Source: an optimization exercise on an open RTL-to-GDS flow (aim: small area). Production flows keep margins and buffers that such runs may drop. Only simulation tests tie the RTL to the original design; equivalence was not proved. Power is estimated from default activity; no workload was simulated.

## driver
module driver(
    input clk,
    input rst,
    input NE1,
    input NWE,
    input [2:0] ADDR,
    input [7:0] DATA,
    output r,
    output g,
    output b,
    output h_sync,
    output v_sync
);
    wire [9:0] xc, yc;
    wire xn;
    wire [1:0] col;
    coord_list regs(
        .clk(clk), .rst(rst), .NE1(NE1), .NWE(NWE), .ADDR(ADDR), .DATA(DATA),
        .xc(xc), .xn(xn), .yc(yc), .col(col)
    );
    reg [9:0] hc, vc;
    reg p, m;
    reg [1:0] cc;
    wire [9:0] hc_n, vc_n;
    wire p_n, m_n;
    wire [1:0] cc_n;
    core c(
        .rst(rst), .hc(hc), .vc(vc), .xc(xc), .xn(xn), .yc(yc), .col(col),
        .p(p), .m(m), .cc(cc),
        .hc_n(hc_n), .vc_n(vc_n), .p_n(p_n), .m_n(m_n), .cc_n(cc_n),
        .h_sync(h_sync), .v_sync(v_sync), .r(r), .g(g), .b(b)
    );
    always @(posedge clk) begin
        hc <= hc_n;
        vc <= vc_n;
        p <= p_n;
        m <= m_n;
        cc <= cc_n;
    end
endmodule
Size: roughly 400 cells after synthesis, about 47 flip-flops, roughly 20 I/O pins, roughly 3000 um2 of cells after synthesis.
==> flow/config.mk <==
export PLATFORM = sky130hd
export DESIGN_NAME = driver
export DESIGN_NICKNAME = driver
export VERILOG_FILES = /design/flow/design.v
export SDC_FILE = /design/flow/constraint.sdc
export NUM_CORES = 4
export LEC_CHECK = 0
export CAP_MARGIN = 20
export CORE_MARGIN = 2
export CORE_UTILIZATION = 55
export GPL_TIMING_DRIVEN = 0
export PLACE_DENSITY = 0.7
export SLEW_MARGIN = 20
==> flow/constraint.sdc <==
create_clock -name core_clock -period 5.0 [get_ports {clk}]
set_input_delay 1.0000 -clock core_clock [delete_from_list [all_inputs] [get_ports {clk}]]
set_output_delay 1.0000 -clock core_clock [all_outputs]
set_load 0.01 [all_outputs]
standard.sh (not shown) runs the stock make flow with config.mk's settings and CLKGATE_MAP_FILE= SYNTH_SCRIPT=/design/flow/synth_recipe.tcl, a recipe that flattens the netlist after the stock synthesis.
==> flow/flow/run.sh <==
#!/bin/bash
# Own layout flow: the standard ORFS flow (standard.sh), with these
# changes only:
#  - synthesis is the standard script, but ABC maps with flow/abc.script
#    (area-oriented) and the full-adder extraction step is skipped; the
#    flip-flops are mapped before ABC exactly as in the standard synthesis;
#  - port buffers use the smallest buffer (buf_1);
#  - clock tree synthesis inserts no dummy loads.
set -euo pipefail
W=$PWD
sed "s#log_cmd abc {\*}\$abc_args#log_cmd abc -script $W/flow/abc.script {*}[lrange \$abc_args 2 end]#" \
    "$FLOW_HOME/scripts/synth.tcl" > "$W/synth_mod.tcl"
grep -q "flow/abc.script" "$W/synth_mod.tcl"
sed "s#\$::env(SCRIPTS_DIR)/synth.tcl#$W/synth_mod.tcl#" "$W/synth_recipe.tcl" > "$W/my_synth.tcl"
grep -q "synth_mod.tcl" "$W/my_synth.tcl"
sed "s#SYNTH_SCRIPT=[^ ]*#SYNTH_SCRIPT=$W/my_synth.tcl#" "$W/standard.sh" > "$W/my_standard.sh"
grep -q "my_synth.tcl" "$W/my_standard.sh"
CTS="-sink_clustering_enable -repair_clock_nets -dont_use_dummy_load"
[ -f "$W/flow/cts_args" ] && CTS="$(cat "$W/flow/cts_args")"
bash "$W/my_standard.sh" ADDER_MAP_FILE= \
    "BUFFER_PORTS_ARGS=-buffer_cell sky130_fd_sc_hd__buf_1" \
    "CTS_ARGS=$CTS" \
    finish > "$W/flow_make.log" 2>&1
==> flow/flow/abc.script <==
strash
dch -f
amap
topo
upsize -D 3400
dnsize -D 3400
==> flow/flow/cts_args <==
-repair_clock_nets -dont_use_dummy_load -buf_list sky130_fd_sc_hd__clkbuf_8
Rerun with:
Settings changed: CORE_UTILIZATION 55 to 70, PLACE_DENSITY 0.7 to 0.85.
removed: flow/flow/cts_args
The changed run went through all stages and came out clean; final cell count drops by about 4%; wire length came out lower by 1.0%; total power came out lower by about 0.5%; critical path depth does not change; cell area shrinks by about 1.3%; register-to-register slack improves by 0.07 ns; global-route usage climbs by 4.6 points; clock-buffer cell count is unchanged.
Rerun with:
--- a/flow/flow/run.sh
+++ b/flow/flow/run.sh
@@ -19 +19 @@
-[ -f "$W/flow/cts_args" ] && CTS="$(cat "$W/flow/cts_args")"
+[ -f "$W/flow/cts_args" ] && CTS="$CTS $(cat "$W/flow/cts_args")"
==> flow/flow/cts_args (new file) <==
-buf_list sky130_fd_sc_hd__clkbuf_8 -root_buf sky130_fd_sc_hd__clkbuf_8 -sink_clustering_size 24 -sink_clustering_max_diameter 80
Settings changed: CORE_UTILIZATION 70 to 55, PLACE_DENSITY 0.85 to 0.7.
Power went up slightly.
Cell count went up by a few percent.
Clock skew went up by 0.020 ns.
Global-route usage went down by 4.6 points.
Cell area went up slightly.
Worst setup slack degrades by 0.067 ns.
Rerun with:
==> flow/flow/abc.script (replaced) <==
strash
dch -f
amap
topo
removed: flow/flow/cts_args
What happened: Global-route usage fell by 0.20 points; via count rose by a few percent; hold slack is worse by 0.012 ns; final cell count rose slightly.
Rerun with:
--- a/flow/flow/run.sh
+++ b/flow/flow/run.sh
@@ -19 +19 @@
-[ -f "$W/flow/cts_args" ] && CTS="$CTS $(cat "$W/flow/cts_args")"
+[ -f "$W/flow/cts_args" ] && CTS="$(cat "$W/flow/cts_args")"
==> flow/flow/abc.script (replaced) <==
strash
dch -f
amap
topo
upsize -D 3400
dnsize -D 3400
==> flow/flow/cts_args (new file) <==
-sink_clustering_enable -repair_clock_nets -dont_use_dummy_load -buf_list sky130_fd_sc_hd__clkbuf_16 -root_buf sky130_fd_sc_hd__clkbuf_16 -sink_clustering_size 50 -sink_clustering_max_diameter 300
Result:
- fmax rises by 1.9%
- global-route usage rises by 0.33 points
- clock-buffer cell count does not change
- worst setup slack is better by 0.088 ns
- wire length falls by 3.1%
- utilization falls by 0.66 points
- power rises by 7.0%
- die area rises by about 4.4%
- flip-flop and latch count stays the same
- non-clock buffer count falls by 5
Rerun with:
--- a/flow/flow/run.sh
+++ b/flow/flow/run.sh
@@ -19 +19 @@
-[ -f "$W/flow/cts_args" ] && CTS="$(cat "$W/flow/cts_args")"
+[ -f "$W/flow/cts_args" ] && CTS="$CTS $(cat "$W/flow/cts_args")"
==> flow/flow/abc.script (replaced) <==
strash
dch -f
amap
topo
upsize -D 3800
dnsize -D 3800
removed: flow/flow/cts_args
Via count rose by about 0.33%.
Count of clock-buffer cells in the layout is unchanged.
Wire length rose by about 1.4%.
Final area fell by 1.4%.
Non-clock buffer count rose by 4.
Fmax fell by about 0.8%.
Final cell count rose by about 0.8%.
Global-route usage fell by 0.23 points.
Power fell by about 7%.
Setup slack got worse by 0.038 ns.
Worst hold slack hardly moves.

-- separate check: timing with driven ports --
How much do the figures lean on ideal ports? The routed layouts below were timed once more, with nothing changed but the port constraints. Step 1 assumes that a clkbuf_16 drives the clock port and a buf_2 every other input. Step 2 times the ports against the registers' clock, not the clock port: input delays grow and output delays shrink by t, the midpoint of the rising clock arrivals with the driver on. a / b / c = no drivers / after step 1 / after step 2; a / b = the first two.
run | t (ns) | slack for setup (ns) | hold slack, ns | worst slew at a driven data input, ns | pins driven straight from the clock port
the first run | 0.323 | 0.396 / 0.396 / 0.396 | 0.416 / 0.416 / 0.416 | 0.03 | 1
the second run | 0.315 | 0.463 / 0.463 / 0.463 | 0.407 / 0.407 / 0.407 | 0.03 | 1
the third run | 0.323 | 0.396 / 0.396 / 0.396 | 0.416 / 0.416 / 0.416 | 0.03 | 1
the fourth run | 0.315 | 0.321 / 0.321 / 0.321 | 0.404 / 0.404 / 0.404 | 0.03 | 1
the fifth run | 0.314 | 0.409 / 0.409 / 0.409 | 0.408 / 0.408 / 0.408 | 0.03 | 1
the sixth run | 0.326 | 0.371 / 0.371 / 0.371 | 0.410 / 0.410 / 0.410 | 0.03 | 1
After both steps every run listed still meets setup and hold.
